Source: an optimization exercise on an open RTL-to-GDS flow (aim: small area and a short achievable clock period). Production flows keep margins and buffers that such runs may drop. The RTL was checked by simulation tests, not by an equivalence proof against the original design. Power is estimated from default activity; no workload was simulated.

==> 05-28: inputs <==
==> flow/design.v (excerpt) <==
module ipod_player(
    input  logic        clk,
    input  logic        reset,
    input  logic [7:0]  kbd_ascii,
    input  logic        speed_up,
    input  logic        speed_down,
    input  logic        speed_reset,
    input  logic        direction,
    input  logic [31:0] flash_readdata,
    input  logic        flash_readdatavalid,
    output logic        flash_read,
    output logic [3:0]  flash_byteenable,
    output logic [22:0] flash_address,
    output logic [15:0] audio_data,
    output logic        sample_clk
);
Settings: LEC_CHECK=0, CAP_MARGIN=20, CORE_MARGIN=2, CORE_UTILIZATION=40, CTS_BUF_LIST=sky130_fd_sc_hd__clkbuf_8, SETUP_SLACK_MARGIN=5, SLEW_MARGIN=20; clock period 100.0 ns.
standard.sh (not shown) runs the stock make flow with config.mk's settings and CLKGATE_MAP_FILE= SYNTH_SCRIPT=/design/flow/synth_recipe.tcl, a recipe that flattens the netlist after the stock synthesis.
==> flow/flow/run.sh <==
#!/bin/bash
# Layout flow:
#  2. the same synthesis again with the modules kept apart and each module's
#     combinational logic mapped again by ABC for area (flow/synth_remap.tcl);
#     the registers must come out exactly as in 1 (names and cell types),
#     otherwise the flow goes on with the standard synthesis;
#  3. the standard layout, with port buffers made from buf_1 and a clock
#     tree without dummy loads.
set -euo pipefail
WORK=$(pwd)
R=$WORK/orfs/results/sky130hd/ipod_player/base
LIB=$FLOW_HOME/platforms/sky130hd/lib/sky130_fd_sc_hd__tt_025C_1v80.lib
export BUFFER_PORTS_ARGS="-buffer_cell sky130_fd_sc_hd__buf_1"
CTS="-sink_clustering_enable -repair_clock_nets -buf_list sky130_fd_sc_hd__clkbuf_8 -dont_use_dummy_load"

# list of (register instance, cell type) in a netlist
regs() { grep -oE '^\s*sky130_fd_sc_hd__(df|sdf|edf)\w+\s+\S+' "$1" | awk '{print $2, $1}' | sort; }

# 1. standard synthesis
bash standard.sh synth > flow_1_synth_standard.log 2>&1
cp $R/1_2_yosys.v $WORK/netlist_standard.v
regs $WORK/netlist_standard.v > $WORK/regs_standard.txt

# 2. synthesis with re-mapping
python3 flow/genmodels.py $LIB $WORK/comb_models.v '__fa_[0-9]' > flow_2_models.log 2>&1
export REMAP_MODELS=$WORK/comb_models.v
export REMAP_ABC_SCRIPT=$WORK/flow/abc_area.script
sed "s|SYNTH_SCRIPT=[^ ]*|SYNTH_SCRIPT=$WORK/flow/synth_remap.tcl|" standard.sh > $WORK/remap_standard.sh
rm -rf $WORK/orfs
if bash remap_standard.sh synth SYNTH_HIERARCHICAL=1 > flow_3_synth_remap.log 2>&1 \
   && regs $R/1_2_yosys.v > $WORK/regs_remap.txt \
   && cmp -s $WORK/regs_standard.txt $WORK/regs_remap.txt; then
  echo "re-mapped synthesis used" > flow_choice.txt
  SH=remap_standard.sh
else
  echo "re-mapped synthesis not used; standard synthesis instead" > flow_choice.txt
  rm -rf $WORK/orfs
  bash standard.sh synth > flow_3_synth_standard_again.log 2>&1
  SH=standard.sh
fi

# 3. layout
bash $SH finish SYNTH_HIERARCHICAL=1 SETUP_SLACK_MARGIN=78.6 CTS_ARGS="$CTS" > flow_4_layout.log 2>&1
==> flow/flow/abc_area.script <==
strash
&get -n
&fraig -x
&put
scorr
dc2
strash
&get -n
&dch -f
&nf -R 1000
&put
Other scripts of this flow, unchanged in this note and not shown: flow/flow/genmodels.py, flow/flow/synth_remap.tcl
==> 08-05: changes against 05-28 <==
--- a/flow/design.v
+++ b/flow/design.v
@@ -6,78 +6,68 @@
     input  logic speed_down,
     input  logic speed_reset,
     output logic newclock
 );
 localparam logic [15:0] SAT = 16'hFFFF;
-logic [15:0] mA, mP;
+logic [15:0] mB, mP;
+logic        st_up, st_dn;   
 logic [15:0] el;       
 logic        hi;       
 logic        rc;
-logic [15:0] WA, WP;
-logic [15:0] mP_inc, mP_dec, G_up, G_dn, G_hd, W_sr, el_n, WP_n;
-logic        sat_up, sat_dn, sat_hd, hi_n, newclock_n, rc_n;
+logic [15:0] SA, WP;
+logic [15:0] mA, S_rc, S_rc22, S_sr, S_hd, el_n, WP_n;
+logic        hi_n, newclock_n, rc_n;
 div_core core (
-    .mA(mA), .mP(mP), .el(el), .hi(hi), .rc(rc), .WA(WA), .WP(WP),
-    .newclock(newclock),
-    .mP_inc(mP_inc), .mP_dec(mP_dec),
-    .G_up(G_up), .G_dn(G_dn), .G_hd(G_hd),
-    .sat_up(sat_up), .sat_dn(sat_dn), .sat_hd(sat_hd),
-    .W_sr(W_sr), .el_n(el_n), .hi_n(hi_n), .WP_n(WP_n),
+    .mB(mB), .st_up(st_up), .st_dn(st_dn), .mP(mP), .el(el), .hi(hi), .rc(rc),
+    .SA(SA), .WP(WP), .newclock(newclock),
+    .mA(mA), .S_rc(S_rc), .S_sr(S_sr), .S_hd(S_hd),
+    .el_n(el_n), .hi_n(hi_n), .WP_n(WP_n),
     .newclock_n(newclock_n), .rc_n(rc_n)
 );
-logic [15:0] mA_n;
-always_comb
-    if (speed_reset)     mA_n = 16'd22;
-    else if (speed_up)   mA_n = mP_inc;
-    else if (speed_down) mA_n = mP_dec;
-    else                 mA_n = mP;
-wire        s_up  = ~speed_reset & speed_up;
-wire        s_dn  = ~speed_reset & ~speed_up & speed_down;
-wire        s_hd  = ~speed_reset & ~speed_up & ~speed_down;
-wire [15:0] W_rc  = mA_n[15] ? SAT : {mA_n[14:0], 1'b0};
-wire [15:0] G     = ({16{s_up}} & G_up) | ({16{s_dn}} & G_dn) | ({16{s_hd}} & G_hd);
-wire        G_sat = (s_up & sat_up) | (s_dn & sat_dn) | (s_hd & sat_hd);
-wire [15:0] WA_n  = rc ? W_rc : speed_reset ? W_sr : (G | {16{G_sat}});
+wire [15:0] mB_n = speed_reset ? 16'd22 : mP;
+wire [15:0] SA_n = rc ? (speed_reset ? 16'd44 : S_rc)
+                      : (speed_reset ? S_sr : S_hd);
 always_ff @(posedge clk, posedge rst)
     if (rst) begin
-        mA <= 16'd22;
+        mB <= 16'd22;
+        st_up <= 1'b0;
+        st_dn <= 1'b0;
         mP <= 16'd22;
         el <= 16'd1;
         hi <= 1'b0;
         rc <= 1'b0;
         newclock <= 1'b0;
-        WA <= 16'd22;
+        SA <= 16'd22;
         WP <= 16'd22;
     end else begin
-        mA <= mA_n;
+        mB <= mB_n;
+        st_up <= ~speed_reset & speed_up;
+        st_dn <= ~speed_reset & ~speed_up & speed_down;
         mP <= mA;
         el <= el_n;
         hi <= hi_n;
-        WA <= WA_n;
+        SA <= SA_n;
         WP <= WP_n;
         rc <= rc_n;
         newclock <= newclock_n;
     end
 endmodule
 module div_core(
-    input  logic [15:0] mA,
+    input  logic [15:0] mB,
+    input  logic        st_up,
+    input  logic        st_dn,
     input  logic [15:0] mP,
     input  logic [15:0] el,
     input  logic        hi,
     input  logic        rc,
-    input  logic [15:0] WA,
+    input  logic [15:0] SA,
     input  logic [15:0] WP,
     input  logic        newclock,
-    output logic [15:0] mP_inc,       
-    output logic [15:0] mP_dec,       
-    output logic [15:0] G_up,         
-    output logic [15:0] G_dn,
-    output logic [15:0] G_hd,
-    output logic        sat_up,       
-    output logic        sat_dn,
-    output logic        sat_hd,
-    output logic [15:0] W_sr,         
+    output logic [15:0] mA,           
+    output logic [15:0] S_rc,         
+    output logic [15:0] S_sr,         
+    output logic [15:0] S_hd,         
     output logic [15:0] el_n,
     output logic        hi_n,
     output logic [15:0] WP_n,
     output logic        newclock_n,
     output logic        rc_n
@@ -103,35 +93,32 @@
         add17[i] = a[i] ^ b[i] ^ c;
         c = (a[i] & b[i]) | (c & (a[i] ^ b[i]));
     end
     add17[17] = c;
 endfunction
-logic [16:0] ci, cd;
+logic [16:0] cm;
 always_comb begin
-    ci[0] = 1'b1;
-    cd[0] = 1'b1;
+    cm[0] = st_up | st_dn;
     for (int i = 0; i < 16; i++) begin
-        mP_inc[i] = mP[i] ^ ci[i];
-        mP_dec[i] = mP[i] ^ cd[i];
-        ci[i+1] = ci[i] & mP[i];
-        cd[i+1] = cd[i] & ~mP[i];
+        mA[i] = mB[i] ^ cm[i];
+        cm[i+1] = cm[i] & (mB[i] ^ st_dn);
     end
 end
-wire [15:0] e_hi = hi ? WP : 16'd0;
-wire [31:0] e    = {e_hi, el};
-logic [31:0] x;
-logic [32:0] cx;
+logic [15:0] xl;
+logic [16:0] cx;
 always_comb begin
     cx[0] = 1'b1;
-    for (int i = 0; i < 32; i++) begin
-        x[i] = e[i] ^ cx[i];
-        cx[i+1] = cx[i] & e[i];
+    for (int i = 0; i < 16; i++) begin
+        xl[i] = el[i] ^ cx[i];
+        cx[i+1] = cx[i] & el[i];
     end
 end
-wire dmax  = ~hi & ~(|el);
-wire ebig  = hi;
-wire xbig  = |x[31:16];    
+wire        c16  = cx[16];                  
+wire        dmax = ~hi & ~(|el);
+wire        ebig = hi;
+wire [17:0] WA_r = add17({1'b0, SA}, st_dn ? {1'b1, ~el} : st_up ? {1'b0, el} : 17'd0, st_dn);
+wire [15:0] WA   = (&SA | WA_r[16]) ? SAT : WA_r[15:0];
 wire [17:0] VA_r = add17({1'b0, WA}, {1'b0, mA}, 1'b0);
 wire [16:0] VA   = VA_r[16:0];                           
 wire [15:0] VA_s = VA[15:0];
 wire        VA_c = VA[16];
 wire        mA_gt25k = gt16(mA, 16'd25000);
@@ -140,33 +127,24 @@
 wire        E1 = dmax ? mA_gt25k
                       : (~mA_gt50k & ~ebig & ~gt16(WA, 16'd25000) & gt17(VA, 17'd25000));
 wire        E2 = dmax | (~mA_gt50k & (ebig | gt17(VA, 17'd50000)));
 assign newclock_n = E1 | (~E2 & newclock);
 assign rc_n       = ~E1 & E2;
-assign el_n       = rc ? 16'd2 : x[15:0];
+wire [17:0] B_r  = add17({1'b0, WP}, hi ? {16'b0, c16} : {1'b0, mP}, 1'b0);
+wire [16:0] B    = B_r[16:0];
+wire [15:0] x_hi = hi ? B[15:0] : {15'b0, c16};
+wire        xbig = |x_hi;
+assign el_n       = rc ? 16'd2 : xl;
 assign hi_n       = ~rc & xbig;
-assign WP_n       = rc ? (mA[15] ? SAT : {mA[14:0], 1'b0}) : xbig ? x[31:16] : (VA_c ? SAT : VA_s);
-wire [17:0] B_r  = add17({1'b0, WP}, {1'b0, mP}, 1'b0);
-wire [16:0] B    = B_r[16:0];                            
-wire [15:0] B_s  = B[15:0];
-wire        B_c  = B[16];
-wire [17:0] Gp_r = add17(B, {1'b0, e[15:0]}, 1'b1);      
-wire [17:0] Gm_r = add17(B, {1'b1, ~e[15:0]}, 1'b0);     
-wire [16:0] Gp_s = Gp_r[16:0];
-wire        Gp_c = Gp_r[17];
-wire [16:0] Gm_s = Gm_r[16:0];
+assign WP_n       = rc ? (mA[15] ? SAT : {mA[14:0], 1'b0}) : xbig ? x_hi : (VA_c ? SAT : VA_s);
+wire [12:0] x   = xl[12:0];                                
 wire [17:0] x3  = add17({4'b0, x[12:0]}, {3'b0, x[12:0], 1'b0}, 1'b0);
 wire [17:0] x8  = add17({3'b0, x3[16:3]}, {4'b0, x[12:0]}, 1'b0);
 wire [16:0] x11 = {x8[13:0], x3[2:0]};
-wire big = mP_gt50k | ebig;
-assign G_up   = Gp_s[15:0];
-assign G_dn   = Gm_s[15:0];
-assign G_hd   = B_s;
-assign sat_up = big | Gp_c | Gp_s[16];
-assign sat_dn = big | Gm_s[16];
-assign sat_hd = big | B_c;
-assign W_sr   = ((|x[31:12]) | x11[16] | x11[15]) ? SAT : {x11[14:0], 1'b0};
+assign S_rc = mP[15] ? SAT : {mP[14:0], 1'b0};
+assign S_sr = (xbig | (|xl[15:12]) | x11[16] | x11[15]) ? SAT : {x11[14:0], 1'b0};
+assign S_hd = (mP_gt50k | ebig | B[16]) ? SAT : B[15:0];
 endmodule
 module address_gen(
     input  logic        clk,
     input  logic        rst,
     input  logic        en,
--- a/flow/flow/run.sh
+++ b/flow/flow/run.sh
@@ -38,6 +38,6 @@
   bash standard.sh synth > flow_3_synth_standard_again.log 2>&1
   SH=standard.sh
 fi
 
 # 3. layout
-bash $SH finish SYNTH_HIERARCHICAL=1 SETUP_SLACK_MARGIN=78.6 CTS_ARGS="$CTS" > flow_4_layout.log 2>&1
+bash $SH finish SYNTH_HIERARCHICAL=1 SETUP_SLACK_MARGIN=78.0 CTS_ARGS="$CTS" > flow_4_layout.log 2>&1
==> flow/flow/abc_area.script (replaced) <==
strash
&get -n
&fraig -x
&put
scorr
dc2
strash
&get -n
&dch -f
&nf -R 1000
&put
strash
&get -n
&dch -f
&nf -R 1000
&put
strash
&get -n
&dch -f
&nf -R 1000
&put
- CORE_UTILIZATION: 40 -> 60
==> 12-25: changes against 05-28 <==
--- a/flow/flow/run.sh
+++ b/flow/flow/run.sh
@@ -38,6 +38,6 @@
   bash standard.sh synth > flow_3_synth_standard_again.log 2>&1
   SH=standard.sh
 fi
 
 # 3. layout
-bash $SH finish SYNTH_HIERARCHICAL=1 SETUP_SLACK_MARGIN=78.6 CTS_ARGS="$CTS" > flow_4_layout.log 2>&1
+bash $SH finish SYNTH_HIERARCHICAL=1 CTS_ARGS="$CTS" > flow_4_layout.log 2>&1
==> qor summary <==
item	05-28	08-05	12-25
Met1 Wirelength	12.4 mm	10.4 mm	11.7 mm
Multi-input gate share of the layout cell area	0.532	0.537	0.530
Area growth syn-to-layout	14.7%	9.39%	10.5%
Met2 capacity usage during global routing	0.311	0.478	0.299
Maximum vdd drop	0.0123 mV	0.0140 mV	0.0127 mV
Design Area, Final	12,100 um^2	11,200 um^2	11,700 um^2
Cell count after synthesis	1,132	1,115	1,132
Seq power	0.000111 W	0.000108 W	0.000111 W
Fmax achieved	46.8 MHz	46.3 MHz	45.6 MHz
Chip Height	166 um	135 um	166 um
End of the worst register-to-register path	div1.WA[7]	div1.newclock	div1.WA[9]
Number of placed cells counting well taps	1,557	1,433	1,563
Number of tap instances	335	220	335
Syn Std Cell Area	10,500 um^2	10,200 um^2	10,500 um^2
Reg-to-Reg Start	div1.mP[1]	div1.st_dn	div1.mP[1]
Average wire length per cell after detail routing	16.4 um	16.7 um	15.7 um
Proportion of layout cells with a drive suffix above 1	0.0808	0.0431	0.0458
Number of cell rows	59	47	59
Horizontal die dimension	166 um	135 um	166 um
Critical path required time	100.32 ns	100.31 ns	100.38 ns
Cell type of the slowest stage on the worst timing path	or4b_4	nor4_1	a32o_1
Outcome	no timing/DRC/antenna violations	no timing/DRC/antenna violations	no timing/DRC/antenna violations
Total Wirelength	26.1 mm	24.2 mm	24.8 mm

## afterwards: timing with drivers on the ports
How much do the figures lean on ideal ports? The routed layouts below were timed once more, with nothing changed but the port constraints. Step 1 assumes that a clkbuf_16 drives the clock port and a buf_2 every other input. Step 2, shift: input delay + t, output delay - t, t = (earliest + latest rising clock arrival at the registers) / 2. This alone moves slack from input paths to output paths. Three values: no drivers, after step 1, after step 2; two values: the first two.
run | t, ns | setup WS [ns] | worst setup path after step 2
05-28 | 0.489 | 78.645 / 78.639 / 78.150 | input to register
08-05 | 0.501 | 78.379 / 78.403 / 77.902 | input to register
12-25 | 0.489 | 78.078 / 78.096 / 77.607 | input to register
After both steps every run listed still meets setup and hold. The setup slack of 05-28, which loses most, moves by -0.006 ns with the drivers and by -0.495 ns with both steps.
